This design comes from an exercise in tuning for small area on the open sky130 flow, not from production work.
RTL that was checked went through simulation tests only; none was proved equivalent to the original.
Power figures rest on the tool's default switching activity, not on a simulated workload.

==> inputs of raven <==
==> flow/design.v (excerpt) <==
module top_module (
    input clk,
    input rst,
    input echo1, echo2,
    output trigger1, trigger2,
    output tx
);
clock: 30.0 ns
lec_check: 0
abc_area: 1
cap_margin: 20
core_margin: 2
core_utilization: 40
slew_margin: 20
standard.sh (not shown) runs the stock make flow with config.mk's settings and CLKGATE_MAP_FILE= SYNTH_SCRIPT=/design/flow/synth_recipe.tcl, a recipe that flattens the netlist after the stock synthesis.
==> flow/flow/run.sh <==
#!/bin/bash
# Own layout flow: the standard synthesis, then its combinational logic re-mapped
# for area (registers untouched), then the standard ORFS steps with a smaller
# clock tree (no dummy loads).
set -euo pipefail
HERE=$(pwd)
LIB=$FLOW_HOME/platforms/sky130hd/lib/sky130_fd_sc_hd__tt_025C_1v80.lib
R=$HERE/orfs/results/sky130hd/top_module/base

bash standard.sh synth > 1_standard_synth.log 2>&1
cp $R/1_2_yosys.v $HERE/1_2_yosys.standard.v

python3 flow/comblib.py $LIB $HERE/comb.lib > comblib.log 2>&1
bash flow/resynth.sh $HERE/1_2_yosys.standard.v $HERE/1_2_yosys.resynth.v $LIB $HERE/comb.lib flow/dontuse.txt flow/deepsyn.abc > resynth.log 2>&1
rm -f $HERE/comb.lib

cp $HERE/1_2_yosys.resynth.v $R/1_2_yosys.v
rm -f $R/1_synth.odb $R/1_synth.sdc
bash standard.sh synth > 1_synth_odb.log 2>&1

CTS="-sink_clustering_enable -repair_clock_nets -dont_use_dummy_load"
if [[ -f flow/cts_args ]]; then CTS=$(cat flow/cts_args); fi
EXTRA=()
if [[ -f flow/make_args ]]; then mapfile -t EXTRA < flow/make_args; fi
bash standard.sh "CTS_ARGS=$CTS" "${EXTRA[@]}" finish > finish.log 2>&1
==> flow/flow/cts_args <==
-sink_clustering_enable -repair_clock_nets -dont_use_dummy_load -buf_list sky130_fd_sc_hd__clkbuf_8 -sink_clustering_size 50 -sink_clustering_max_diameter 100
Other scripts of this flow, unchanged in this note and not shown: flow/flow/comblib.py, flow/flow/deepsyn.abc, flow/flow/dontuse.txt, flow/flow/make_args, flow/flow/resynth.sh
==> nickel (differences from raven) <==
--- a/flow/design.v
+++ b/flow/design.v
@@ -418,90 +418,73 @@
             (e == 6'd53) |
             (e == 6'd54) |
             (e == 6'd55) |
             (e == 6'd60) |
             (e == 6'd61) |
             (e == 6'd62) |
             (e == 6'd63);
     endfunction
-    localparam [2:0] PM_SS = 3'd0;
+    localparam [1:0] PM_NS = 2'd0, PM_VS = 2'd0;
     localparam [4:0] PM_NO = 5'd0;
     localparam [5:0] PM_VK = 6'd0, PM_VF = 6'd0;
     localparam PM_OW = 1'd0;
     localparam [3:0] PM_BI = 4'd0;
     localparam [10:0] PM_C = 11'd1365;
-    reg [2:0] ss_s;
-    reg owner_s;
+    reg [1:0] ns_s, vs_s;
     reg [4:0] note_off_s;       
     reg [5:0] vol_k_s;          
     reg [5:0] vol_fly_s;        
+    reg owner_s;                
     reg [3:0] bi_s;
     reg [10:0] cnt_s;
-    wire [2:0] ss = ss_s ^ PM_SS;
-    wire st = ss[2], pn = ss[1], pv = ss[0];
+    wire [1:0] ns = ns_s ^ PM_NS, vs = vs_s ^ PM_VS;
     wire [4:0] note_off = note_off_s ^ PM_NO;
     wire [5:0] vol_k = vol_k_s ^ PM_VK, vol_fly = vol_fly_s ^ PM_VF;
     wire owner = owner_s ^ PM_OW;
     wire [3:0] bi = bi_s ^ PM_BI;
     wire [10:0] cnt = cnt_s ^ PM_C;
     wire free = ~bi[3] & ~bi[2];
-    wire note_idle = ~pn & ~(st & owner);
-    wire vol_idle = ~pv & ~(st & ~owner);
-    wire cap1 = note_idle & rdy1;
-    wire cap2 = vol_idle & rdy2;
-    wire go = free & (st | pn | pv);
-    wire go_note = st ? owner : pn;
+    wire note_busy = ns[1] | ns[0];
+    wire vol_busy = vs[1] | vs[0];
+    wire vol_started = vs[1];
+    wire note_go = free & ~vol_started;
+    wire vol_go = free & (vol_started | ~note_busy);
+    wire go = free & (note_busy | vol_busy);
     wire tick = (cnt[0] & cnt[3] & cnt[4] & ~cnt[5] & cnt[6] & cnt[7] & ~cnt[8] & ~cnt[9] & cnt[10]);
-    reg [2:0] ss_n;
-    always @(*) begin
-        ss_n = ss;
-        if (go) begin
-            if (st) begin
-                if (owner) begin
-                    if (pn) ss_n = {1'b0, 1'b0, pv};      
-                    else ss_n = {1'b1, 1'b1, pv};         
-                end else begin
-                    if (pv) ss_n = {1'b0, pn, 1'b0};      
-                    else ss_n = {1'b1, pn, 1'b1};         
-                end
-            end else if (pn)
-                ss_n = {1'b1, 1'b0, pv};                  
-            else
-                ss_n = {1'b1, 1'b0, 1'b0};                
-        end
-        if (cap1) ss_n[1] = 1'b1;
-        if (cap2) ss_n[0] = 1'b1;
-    end
+    wire [1:0] ns_n = ~note_busy ? {1'b0, rdy1} : note_go ? ns + 2'd1 : ns;
+    wire [1:0] vs_n = ~vol_busy ? {1'b0, rdy2} : vol_go ? vs + 2'd1 : vs;
     wire [3:0] bi_n = free ? (go ? 4'd5 : 4'd0) : tick ? bi + 4'd1 : bi;
     wire [10:0] cnt_n = go ? 11'd1241 : {cnt[9:0], ~(cnt[10] ^ cnt[8]) ^ tick};
     always @(posedge clk) begin
-        if (cap1)
+        if (~note_busy & rdy1)
             note_off_s <= ncap(kmap(d1)) ^ PM_NO;
-        if (cap2)
+        if (~vol_busy & rdy2)
             vol_k_s <= vcap(kmap(d2)) ^ PM_VK;
-        if (free)
+        if (free) begin
             vol_fly_s <= vol_k ^ PM_VF;
-        if (go)
-            owner_s <= go_note ^ PM_OW;
+            owner_s <= (note_busy & ~vol_started) ^ PM_OW;
+        end
         cnt_s <= cnt_n ^ PM_C;
     end
     always @(posedge clk or posedge rst) begin
         if (rst) begin
-            ss_s <= PM_SS;
+            ns_s <= PM_NS;
+            vs_s <= PM_VS;
             bi_s <= PM_BI;
         end else begin
-            ss_s <= ss_n ^ PM_SS;
+            ns_s <= ns_n ^ PM_NS;
+            vs_s <= vs_n ^ PM_VS;
             bi_s <= bi_n ^ PM_BI;
         end
     end
     wire note_hi = note_off[4] & (note_off[3] | note_off[2] | note_off[1]);
     wire [7:0] note_byte = {1'b0, ~note_hi, note_hi, note_off};
     wire [7:0] vol_byte = {1'b0, vol_fly, vlsb(vol_fly)};
     reg [7:0] cur;
     always @(*) begin
         if (owner)
-            cur = ~st ? 8'd100 : pn ? note_byte : 8'h90;
+            cur = (ns == 2'd2) ? 8'h90 : (ns == 2'd3) ? note_byte : 8'd100;
         else
-            cur = ~st ? vol_byte : pv ? 8'h07 : 8'hB0;
+            cur = (vs == 2'd2) ? 8'hB0 : (vs == 2'd3) ? 8'h07 : vol_byte;
     end
     assign tx = bi[3] ? cur[bi[2:0]] : ~(bi[2] & bi[1] & bi[0]);
 endmodule
==> flow/flow/cts_args (replaced) <==
-sink_clustering_enable -repair_clock_nets -dont_use_dummy_load -buf_list sky130_fd_sc_hd__clkbuf_4 -sink_clustering_size 50 -sink_clustering_max_diameter 100
CORE_UTILIZATION = 65   (was 40)
PLACE_DENSITY = 0.8   (was unset)
==> qor summary <==
Outcome: nickel complete, no violations; raven complete, no violations
Leakage power summed over all cells: nickel 1.42 nW; raven 1.44 nW
Number of signal-net inverters in the final layout: nickel 68; raven 76
Clock-cell share of area: nickel 1.71%; raven 3.10%
Fraction of layout cells with a size suffix above 1: nickel 2.85%; raven 3.78%
Power density cells: nickel 42.5 nW/um^2; raven 45.6 nW/um^2
Number of cells on the worst reg-to-reg path: nickel 15; raven 12
Area growth syn-to-layout: nickel 5.37%; raven 7.86%
DR WL/cell: nickel 12.4 um; raven 12.0 um
Die Area: nickel 6390 sq um; raven 10,100 sq um
Fraction of met2 tracks used by global routing: nickel 40.3%; raven 24.3%
Worst IR drop on VDD: nickel 29.3 uV; raven 23.7 uV
Routed vias/inst: nickel 5.61; raven 5.10
Average cell area after synthesis: nickel 7.91 sq um; raven 8.04 sq um
Register area: nickel 2030 sq um; raven 2010 sq um
Only the layout flow was run in nickel; the RTL was not checked for function there.

static timing again, ports no longer ideal:
The results above use ideal ports. As a check the final layouts listed here were re-extracted and re-timed, cells and wires unchanged. Step 1: set_driving_cell puts a clkbuf_16 on clk and a buf_2 on each other input, an assumption about the parent block. Step 2 times the ports against the registers' clock, not the clock port: input delays grow and output delays shrink by t, the midpoint of the rising clock arrivals with the driver on. Slacks: ideal ports / drivers / drivers and shift; pairs: ideal ports / drivers.
run	shift t [ns]	setup slack, ns	worst setup path after step 2	worst register clock-pin slew, ns	pins driven straight from the clock port
raven	0.360	21.888 / 21.858 / 22.218	register to output	0.08 / 0.08	1
nickel	0.414	21.883 / 21.858 / 22.272	register to output	0.12 / 0.12	1
After both steps setup and hold are still met in every run listed.
